What follows belongs to an exercise in optimizing a design on an open flow for small area; a production flow would make more cautious choices. The RTL was checked by simulation tests, not by an equivalence proof against the original design. The clock port is modelled as an ideal driver; clocking choices that lean on that would not hold on a real chip. Power figures rest on the tool's default switching activity, not on a simulated workload.

==> flow/design.v <==
module microcontroller #(parameter M = 3,
                         parameter N = 16)
                        (input  [15:0]  din,
                         input          clk, rst,
                         output         rw,
                         output [N-1:0] addr,
                         output [N-1:0] dout);
    localparam EX = 3'd0, A3 = 3'd1, L2 = 3'd2, S2 = 3'd3,
               S3 = 3'd4, S4 = 3'd5, CLR = 3'd6;
    reg [2:0]   ph;              
    reg [2:0]   st;              
    reg [111:0] rf;              
    reg [15:0]  r7, mar;
    reg [2:0]   sa, sb;          
    reg         fz, fn, fo;      
    reg         nz;              
    reg         cf;              
    wire [3:0] op = din[15:12];
    wire [2:0] rd = din[11:9];
    wire [2:0] ra = din[8:6];
    wire [2:0] rb = din[5:3];
    wire ex    = (st == EX);
    wire isbin = ~op[3] & (op[2:0] <= 3'd4);
    wire ismn  = (op == 4'd5) | (op == 4'd6);
    wire isnop = (op == 4'd7) | (op == 4'd11);
    wire isldi = (op == 4'd10);
    wire isbr  = (op[3:2] == 2'b11);
    wire isld  = (op == 4'd8);
    wire isst  = (op == 4'd9);
    wire ld7   = isld & (rd == 3'd7);    
    wire last  = (ph == 3'd7);
    wire s34   = (st == S3) | (st == S4);
    wire taken = (op[1:0] == 2'b11) | (op[1:0] == 2'b00 & fz) |
                 (op[1:0] == 2'b01 & fn) | (op[1:0] == 2'b10 & fo);
    localparam Y_ZERO = 3'd0, Y_ONE = 3'd1, Y_Z = 3'd2, Y_NZ = 3'd3,
               Y_OFF = 3'd4, Y_ONES = 3'd5;
    localparam F_ADD = 2'd0, F_AND = 2'd1, F_OR = 2'd2, F_XOR = 2'd3;
    localparam W_RES = 2'd0, W_DIN = 2'd1, W_R7 = 2'd2;
    wire [2:0] xs  = ex ? ra : s34 ? sb : sa;
    wire [2:0] dst = ex ? (isst ? ra : rd) : xs;
    reg       x7;
    reg [2:0] ysel;
    reg [1:0] fn_sel;
    reg       cin0;      
    reg       we7;       
    reg       wen;       
    reg [1:0] wsel;
    reg       fset, fzero, fdin, osel;
    reg [2:0] nst;
    always @(*) begin
        x7 = 1'b0; ysel = Y_ZERO; fn_sel = F_ADD; cin0 = 1'b0;
        we7 = 1'b0; wen = 1'b0; wsel = W_RES;
        fset = 1'b0; fzero = 1'b0; fdin = 1'b0; osel = 1'b0; nst = EX;
        case (st)
        EX: begin
            if (isbin) begin
                wen = 1'b1; fset = 1'b1; nst = A3;
                case (op[2:0])
                3'd0: begin ysel = Y_Z; osel = 1'b1; end
                3'd1: begin ysel = Y_NZ; cin0 = 1'b1; osel = 1'b1; end
                3'd2: begin ysel = Y_Z; fn_sel = F_AND; end
                3'd3: begin ysel = Y_Z; fn_sel = F_OR; end
                default: begin ysel = Y_Z; fn_sel = F_XOR; end
                endcase
            end else if (ismn | ld7) begin
                ysel = (op == 4'd5) ? Y_ONES : Y_ZERO; fn_sel = F_XOR;
                wen = ismn; fset = 1'b1; nst = A3;
            end else if (isld | isst) begin
                we7 = 1'b1; wen = 1'b1; wsel = W_R7; fset = isld;
                nst = isld ? L2 : S2;
            end else if (isbr) begin
                x7 = 1'b1; ysel = taken ? Y_OFF : Y_ONE; we7 = 1'b1;
                fset = taken; osel = 1'b1;
            end else begin           
                x7 = 1'b1; ysel = Y_ONE; we7 = 1'b1; fset = 1'b1;
                fzero = isnop; fdin = isldi; wen = isldi; wsel = W_DIN;
            end
        end
        A3: begin
            x7 = 1'b1; ysel = Y_ONE; we7 = 1'b1;
        end
        L2: begin
            ysel = Y_ONE; we7 = 1'b1; wen = 1'b1; wsel = W_DIN;
        end
        S2: begin
            we7 = 1'b1; wen = 1'b1; wsel = W_R7; nst = S3;
        end
        S3: begin
            we7 = 1'b1; wen = 1'b1; wsel = W_R7; fset = 1'b1; nst = S4;
        end
        S4: begin
            ysel = Y_ONE; we7 = 1'b1; wen = 1'b1; wsel = W_R7;
        end
        default: begin               
            fn_sel = F_AND; we7 = 1'b1; wen = 1'b1;
        end
        endcase
    end
    function [1:0] tail(input [2:0] i, input [111:0] f, input [1:0] r);
        case (i)
        3'd0: tail = f[1:0];
        3'd1: tail = f[17:16];
        3'd2: tail = f[33:32];
        3'd3: tail = f[49:48];
        3'd4: tail = f[65:64];
        3'd5: tail = f[81:80];
        3'd6: tail = f[97:96];
        default: tail = r;
        endcase
    endfunction
    wire [1:0] xv = x7 ? r7[1:0] : tail(xs, rf, r7[1:0]);
    wire [1:0] zv = tail(rb, rf, r7[1:0]);
    wire [1:0] draw = din[{ph, 1'b0} +: 2];
    wire       sxl  = ex & isldi & ph[2];
    wire       sxb  = ex & isbr & (ph[2:1] == 2'b11);
    wire [1:0] dv   = sxl ? {2{din[8]}} : sxb ? {2{din[11]}} : draw;
    reg [1:0] yv;
    always @(*) begin
        case (ysel)
        Y_ONE:  yv = {1'b0, (ph == 3'd0)};
        Y_Z:    yv = zv;
        Y_NZ:   yv = ~zv;
        Y_OFF:  yv = dv;
        Y_ONES: yv = 2'b11;
        default: yv = 2'b00;
        endcase
    end
    wire       c0 = (ph == 3'd0) ? cin0 : cf;
    wire       s0 = xv[0] ^ yv[0] ^ c0;
    wire       c1 = (xv[0] & yv[0]) | (xv[0] & c0) | (yv[0] & c0);
    wire       s1 = xv[1] ^ yv[1] ^ c1;
    wire       c2 = (xv[1] & yv[1]) | (xv[1] & c1) | (yv[1] & c1);
    wire       ovf = c1 ^ c2;
    reg [1:0] res;
    always @(*) begin
        case (fn_sel)
        F_AND: res = xv & yv;
        F_OR:  res = xv | yv;
        F_XOR: res = xv ^ yv;
        default: res = {s1, s0};
        endcase
    end
    wire [1:0] wd   = (wsel == W_DIN) ? dv : (wsel == W_R7) ? r7[1:0] : res;
    wire [1:0] fd   = fzero ? 2'b00 : fdin ? dv : res;
    wire       clr  = (st == CLR);
    wire [1:0] r7in = we7 ? res : r7[1:0];
    wire       mar_ld = last & (st != S2) & (st != S3);
    assign addr = mar_ld ? {r7in, r7[15:2]} : mar;
    assign dout = r7;
    assign rw   = (st == S4) & (ph == 3'd0);
    integer k;
    always @(posedge clk) begin
        for (k = 0; k < 7; k = k + 1)
            rf[16*k +: 16] <= {(clr | (wen & (dst == k))) ? wd : rf[16*k +: 2],
                               rf[16*k+2 +: 14]};
        r7 <= {r7in, r7[15:2]};
        mar <= addr;
        cf <= c2;
        nz <= ((ph != 3'd0) & nz) | (|fd);
        if (ex) begin
            sa <= dst;
            sb <= rb;
        end
        if (rst) begin
            ph <= 3'd0;
            st <= CLR;
            fz <= 1'b0; fn <= 1'b0; fo <= 1'b0;
        end else begin
            ph <= ph + 3'd1;
            if (last) begin
                st <= nst;
                if (fset) begin
                    fz <= ~(nz | (|fd));
                    fn <= fd[1];
                    fo <= osel & ovf;
                end
            end
        end
    end
endmodule
==> flow/flow/run.sh <==
#!/bin/bash
# Standard ORFS layout, except:
#  - synthesis restructures the logic with ABC's &deepsyn and maps it with
#    amap, for area, and leaves adders to ABC (no full-adder extraction).
#    It runs the standard flow's own synthesis script (synth_recipe.tcl) on copies of
#    ORFS's scripts folder that differ only in abc_area.script: sixteen
#    runs, eight &deepsyn seeds times two scripts (flow/abc_area.script and
#    flow/abc_area_dch.script), eight at a time, and it keeps the one with
#    the smallest cell area,
#  - ports are buffered with buf_1,
#  - the clock tree is built from clkbuf_2 without dummy loads, and
#    flow/post_cts.tcl sizes each leaf clock buffer for a clock edge of at
#    most 120 ps.
# Each tool run's output goes to its own log file here.
set -euo pipefail
runs=""
for v in a b; do
  for s in 1 2 3 4 5 6 7 8; do
    r="$v$s"; runs="$runs $r"
    rm -rf "scr_$r" "orfs_$r"
    cp -r "$FLOW_HOME/scripts" "scr_$r"
    if [[ $v == a ]]; then src=flow/abc_area.script; else src=flow/abc_area_dch.script; fi
    sed "s/SEED/$s/" "$src" > "scr_$r/abc_area.script"
    sed "s#WORK_HOME=[^ ]*#WORK_HOME=$PWD/orfs_$r#" standard.sh > "standard_$r.sh"
    bash "standard_$r.sh" synth "SCRIPTS_DIR=$PWD/scr_$r" "ADDER_MAP_FILE=" \
      > "synth_make_$r.log" 2>&1 &
  done
  wait
done
best=""; best_area=""
for r in $runs; do
  a=$(awk '/Chip area/ {print $NF}' "orfs_$r/reports/sky130hd/microcontroller/base/synth_stat.txt")
  echo "run $r: synthesis cell area $a" >> synth_pick.log
  if [[ -z "$best" ]] || awk -v a="$a" -v b="$best_area" 'BEGIN {exit !(a < b)}'; then
    best=$r; best_area=$a
  fi
done
echo "kept run $best" >> synth_pick.log
rm -rf orfs
cp -a "orfs_$best" orfs
bash standard.sh finish \
  "BUFFER_PORTS_ARGS=-buffer_cell sky130_fd_sc_hd__buf_1" \
  "CTS_ARGS=-sink_clustering_enable -repair_clock_nets -dont_use_dummy_load -buf_list sky130_fd_sc_hd__clkbuf_2" \
  "POST_CTS_TCL=$PWD/flow/post_cts.tcl" \
  > flow_make.log 2>&1
==> flow/flow/abc_area.script <==
strash
&get -n
&deepsyn -J 100 -S SEED
&put
amap
topo
==> flow/flow/abc_area_dch.script <==
strash
&get -n
&deepsyn -J 100 -S SEED
&put
dch -f
amap
topo
==> flow/flow/post_cts.tcl <==
# Size each leaf clock buffer to the smallest clkbuf whose sinks see a
# clock edge of at most 120 ps (placement parasitics), then legalize the
# placement again.
set lim 0.120
set sizes {sky130_fd_sc_hd__clkbuf_2 sky130_fd_sc_hd__clkbuf_4
           sky130_fd_sc_hd__clkbuf_8 sky130_fd_sc_hd__clkbuf_16}
proc worst_sink_slew {b} {
  set w 0
  set net [get_nets -of_objects [get_pins [get_name $b]/X]]
  foreach p [get_pins -of_objects $net] {
    if {[get_property $p direction] != "input"} continue
    foreach pr {slew_max_rise slew_max_fall} {
      catch { set s [get_property $p $pr]; if {$s > $w} {set w $s} }
    }
  }
  return $w
}
proc size_leaf {b sizes lim start} {
  set i $start
  foreach sz [lrange $sizes $start end] {
    replace_cell $b $sz
    estimate_parasitics -placement
    if {[worst_sink_slew $b] <= $lim} break
    incr i
  }
  return $i
}
estimate_parasitics -placement
foreach b [get_cells clkbuf_*] {
  if {[get_name $b] == "clkbuf_0_clk"} continue
  size_leaf $b $sizes $lim 0
}
# upsizing leaves loads the root: check again
for {set pass 0} {$pass < 3} {incr pass} {
  set fixed 0
  foreach b [get_cells clkbuf_*] {
    if {[get_name $b] == "clkbuf_0_clk"} continue
    if {[worst_sink_slew $b] > $lim} {
      set cur [lsearch $sizes [get_property $b ref_name]]
      if {$cur < [expr [llength $sizes] - 1]} { size_leaf $b $sizes $lim [expr $cur + 1]; incr fixed }
    }
  }
  if {$fixed == 0} break
}
foreach b [get_cells clkbuf_*] {
  puts "post_cts: [get_name $b] [get_property $b ref_name] sink slew [worst_sink_slew $b]"
}
detailed_placement
check_placement -verbose
estimate_parasitics -placement
==> flow/standard.sh <==
#!/bin/bash
# synth_recipe.tcl (not shown) runs the flow's synth.tcl, then flattens the netlist and writes it again
# the make line also repeats each setting of config.mk as NAME=value (left out here)
make -C /OpenROAD-flow-scripts/flow DESIGN_CONFIG=/design/flow/config.mk WORK_HOME=/design/flow/orfs CLKGATE_MAP_FILE= SYNTH_SCRIPT=/design/flow/synth_recipe.tcl "${@:-finish}"
==> flow/config.mk <==
export PLATFORM = sky130hd
export DESIGN_NAME = microcontroller
export DESIGN_NICKNAME = microcontroller
export VERILOG_FILES = /design/flow/design.v
export SDC_FILE = /design/flow/constraint.sdc
export NUM_CORES = 4
export LEC_CHECK = 0
export ABC_AREA = 1
export CAP_MARGIN = 20
export CORE_MARGIN = 2
export CORE_UTILIZATION = 40
export SLEW_MARGIN = 20
==> flow/constraint.sdc <==
create_clock -name core_clock -period 7.0 [get_ports {clk}]
set_input_delay 1.4000 -clock core_clock [delete_from_list [all_inputs] [get_ports {clk}]]
set_output_delay 1.4000 -clock core_clock [all_outputs]
set_load 0.01 [all_outputs]
==> Flow_metrics.wiki <==
{| class="wikitable"
! Metric !! Value
|-
| Die area || 12500 µm²
|-
| Worst setup path startpoint || st[2]
|-
| Max-cap viol count || 0
|-
| Primary FF master, synth || dfxtp_1
|-
| Final-report max-slew violation count || 0
|-
| Type of the worst setup path || register to output pin
|-
| Inst Count DP || 610
|-
| Area growth from synthesis to final layout || 11.6%
|-
| Total power density per cell area || 271 nW/µm²
|-
| Number of optimization iterations in the first detailed-route pass || 5
|-
| Yosys top cell by area || dfxtp_1
|-
| Total wire length after detailed routing || 9880 µm
|-
| Kind of launch point of the worst setup path || register
|-
| Ranking of synthesized cells by area || dfxtp_1 (67%), nor2_1 (4.3%), edfxtp_1 (3.9%)
|-
| TritonCTS clock tree || built
|-
| FF-to-FF path depth || 19
|-
| Area of the core region || 11400 µm²
|-
| Worst-case vdd ir drop || 160 µV
|-
| Data required time at the worst endpoint || 5.60 ns
|-
| Library cell with the highest instance count after synthesis || dfxtp_1
|-
| Share of synthesized registers carrying an async set or reset || 0
|-
| Wire length per cell after detailed routing || 15.7 µm
|-
| Clk slew on worst S/H paths || 0.11 ns
|-
| Final cell area excluding filler cells || 5180 µm²
|-
| Vias per cell || 5.27
|-
| Final min period || 6.41 ns
|-
| Post-synthesis average cell area || 11.2 µm²
|-
| Initial detailed-routing violation count || 345
|-
| Top-level port count || 51
|-
| Detailed placer's ending HPWL || 7280 µm
|-
| Wire length of the first global-routing pass || 15900 µm
|-
| NumNets Final || 507
|-
| Top cells by instance count after synthesis || dfxtp_1 (155), nor2_1 (53), clkinv_1 (42), nand2_1 (26), o21ai_0 (25)
|-
| Result of the run || timing/DRC/antenna clean
|-
| Fillers || 1101
|-
| Share of the synthesized area in the top cell type || 0.668
|-
| Leak Pwr || 0.00195 µW
|-
| Number of global-route vias before repair || 3209
|-
| Part of the Yosys area used for sequential elements || 0.707
|-
| Synthesis warning total || 1
|-
| Critical Path Slowest Stage Cell || a222oi_1
|-
| Num Clock Sinks || 161
|-
| Routed Antenna Nets || 0
|-
| Final period utilization || 0.916
|-
| Worst Max-Slew Pin Slew || 0.749 ns
|-
| Core occupancy in the finished layout || 0.455
|-
| Kind of path behind the tightest hold check || register to register
|-
| Antenna violations before repair || 0
|-
| Total setup violations reported at the end of the flow || 0
|-
| Weighted congestion at the end of routability-driven global placement || 0.893
|-
| Total count of hold-check failures in the final report || 0
|-
| IO buf count || 50
|-
| Worst path arrival time || 5.01 ns
|-
| CP max stage delay || 0.44 ns
|-
| Synthesized area || 4640 µm²
|-
| Clock latency on the worst-skew pair || 0.67 ns
|-
| Total overflow reported by the global router || 0
|-
| Rows || 39
|-
| Total Routing Usage GR || 0.165
|-
| Count of non-filler cells in the finished layout || 630
|-
| CP cell instances || clkinv_1 > nand2_1 > clkinv_1 > a222oi_1 > buf_4 > clkinv_1 > nor2_1 > a222oi_1 > a222oi_1 > nor2_1 > o21ai_0 > clkinv_1 > nor2_1 > nor2_1 > o22ai_1 > o22ai_1 > o21ai_0 > buf_1
|-
| Chip width || 112 µm
|-
| Upper clock frequency limit || 0.156 GHz
|-
| Pin count of the biggest net entering global routing || 19
|-
| Fraction of final layout cells with drive strength greater than 1 || 0.0431
|-
| Remaining design rule violation count || 0
|-
| Unrepaired setup endpoints after global routing || false
|-
| Worst reg2reg endpoint || rf[111]
|-
| Reg-to-Reg Start || st[2]
|-
| Relative slew slack || 0.496
|-
| Crit end category || output pin
|-
| Standard cell area after detailed placement || 5020 µm²
|-
| Initial cell density of the core || 0.408
|-
| Post-Synthesis Net Count || 434
|-
| Number of different library cells in the post-synthesis netlist || 30
|-
| Synth Register Bits || 161
|-
| DR vias || 3322
|-
| Number of cells produced by synthesis || 416
|-
| Final total negative setup slack || 0 ns
|-
| Capturing element of the worst setup path || addr[15]
|-
| Critical path peak fanout || 13
|-
| Number of enable-type register cells in the synthesized netlist || 6
|-
| Height of the die || 112 µm
|-
| Antenna diode instance count || 0
|-
| Setup clock skew after layout || 0.0736 ns
|-
| Flop-to-flop setup slack || 2.21 ns
|}
per-stage QoR:
step	hold WS (ns)	worst slack (ns)	power, µW
2_1_floorplan	0.310	1.69	1010
3_3_place_gp	0.310	1.16	1040
3_5_place_dp	0.312	0.915	1040
5_1_grt	0.293	0.0467	1470
6_report	0.295	0.587	1400
how the worst min path moves through the flow:
stage	depth (start not counted)	end	slack, ns	start
finish	0	rf[73]	0.30	rf[75]
floorplan	0	rf[0]	0.31	rf[2]
global route	0	rf[73]	0.29	rf[75]
global placement	0	rf[105]	0.31	rf[107]
detailed placement	0	rf[50]	0.31	rf[52]
per-layer routing:
layer / global-route usage / routed length, µm / share of wire / vias to the layer above
met5: 0 / 0 / 0 / -
met4: 0.0848 / 312 / 0.032 / 0
met3: 0.0572 / 615 / 0.062 / 24
met2: 0.257 / 4530 / 0.46 / 125
met1: 0.204 / 4420 / 0.45 / 1569
li1: - / - / - / 1604
layout make-up:
cell class,instances,area [µm²],share of cell area
multi-input combinational,213,1200,0.232
timing repair buffer,54,213,0.0411
clock buffer,17,145,0.0280
tap,143,179,0.0345
inverter,42,158,0.0304
sequential,161,3280,0.634
critical path, delay by kind of cell (launching register included):
| family | cells | cell delay [ns] |
|---|---|---|
| AO/OA/AOI/OAI | 7 | 1.91 |
| buffers and inverters | 6 | 1.28 |
| AND/OR/NAND/NOR | 5 | 0.82 |
| flip-flops | 1 | 0.35 |
cells by family (layout without fill, tap and decap cells):
family                 count (synthesis)  after routing  share of synthesized area
AND/OR/NAND/NOR                      101            101                     0.0914
AO/OA/AOI/OAI                        112            112                      0.167
flip-flops                           161            161                      0.707
buffers and inverters                 42            113                     0.0340
registers in the layout, summed over array words and instances, names as in the netlist:
register / flops
mar: 16
ph: 3
r7: 16
st: 3
sa: 3
fn: 1
cf: 1
nz: 1
fz: 1
fo: 1
rf: 112
sb: 3
placed cells by master, fill, tap and decap left out, drive strengths merged, types with 3 or more instances in the layout:
| cell type | synthesis | routed |
|---|---|---|
| nor3 | 7 | 7 |
| nand2 | 26 | 26 |
| nor2b | 3 | 3 |
| o21ai | 25 | 25 |
| dfxtp | 155 | 155 |
| a221oi | 4 | 4 |
| or2 | 6 | 6 |
| o22ai | 12 | 12 |
| a22oi | 6 | 6 |
| a222oi | 10 | 10 |
| clkbuf | 0 | 18 |
| o221ai | 5 | 5 |
| a22o | 15 | 15 |
| clkinv | 42 | 42 |
| buf | 0 | 53 |
| a21oi | 22 | 22 |
| nor2 | 53 | 53 |
| edfxtp | 6 | 6 |
where the power goes:
group | leakage, µW | internal (µW) | total, µW | switching (µW)
registers | 0.00131 | 945 | 955 | 9.81
logic | 0.000552 | 23.5 | 68.1 | 44.6
clock network | 0.0000872 | 126 | 378 | 252
total | 0.00195 | 1090 | 1400 | 306

==> afterwards: timing with drivers on the ports <==
No port has a modelled driver above. Below, the same layout with a new extraction and two added sets of constraints.
Step 1 (the two cells are an assumption about what drives the block):
set clk [get_ports {clk}]
set_driving_cell -lib_cell sky130_fd_sc_hd__clkbuf_16 $clk
set_driving_cell -lib_cell sky130_fd_sc_hd__buf_2 [delete_from_list [all_inputs] $clk]
Step 2 also shifts input and output timing later by t, the mid clock arrival at the registers, as if the neighbouring blocks saw the same clock.
Slacks: no drivers / after step 1 / after step 2; pairs: no drivers / after step 1.
t (ns): 0.663
setup slack, ns: 0.587 / 0.557 / 0.825
hold slack, ns: 0.295 / 0.295 / 0.295
worst setup path at the end: input to output
slew at the worst register clock pin (ns): 0.11 / 0.11
After both steps this run still meets setup and hold. For this run, drivers alone change the setup slack by -0.030 ns; drivers and shift together by +0.238 ns.
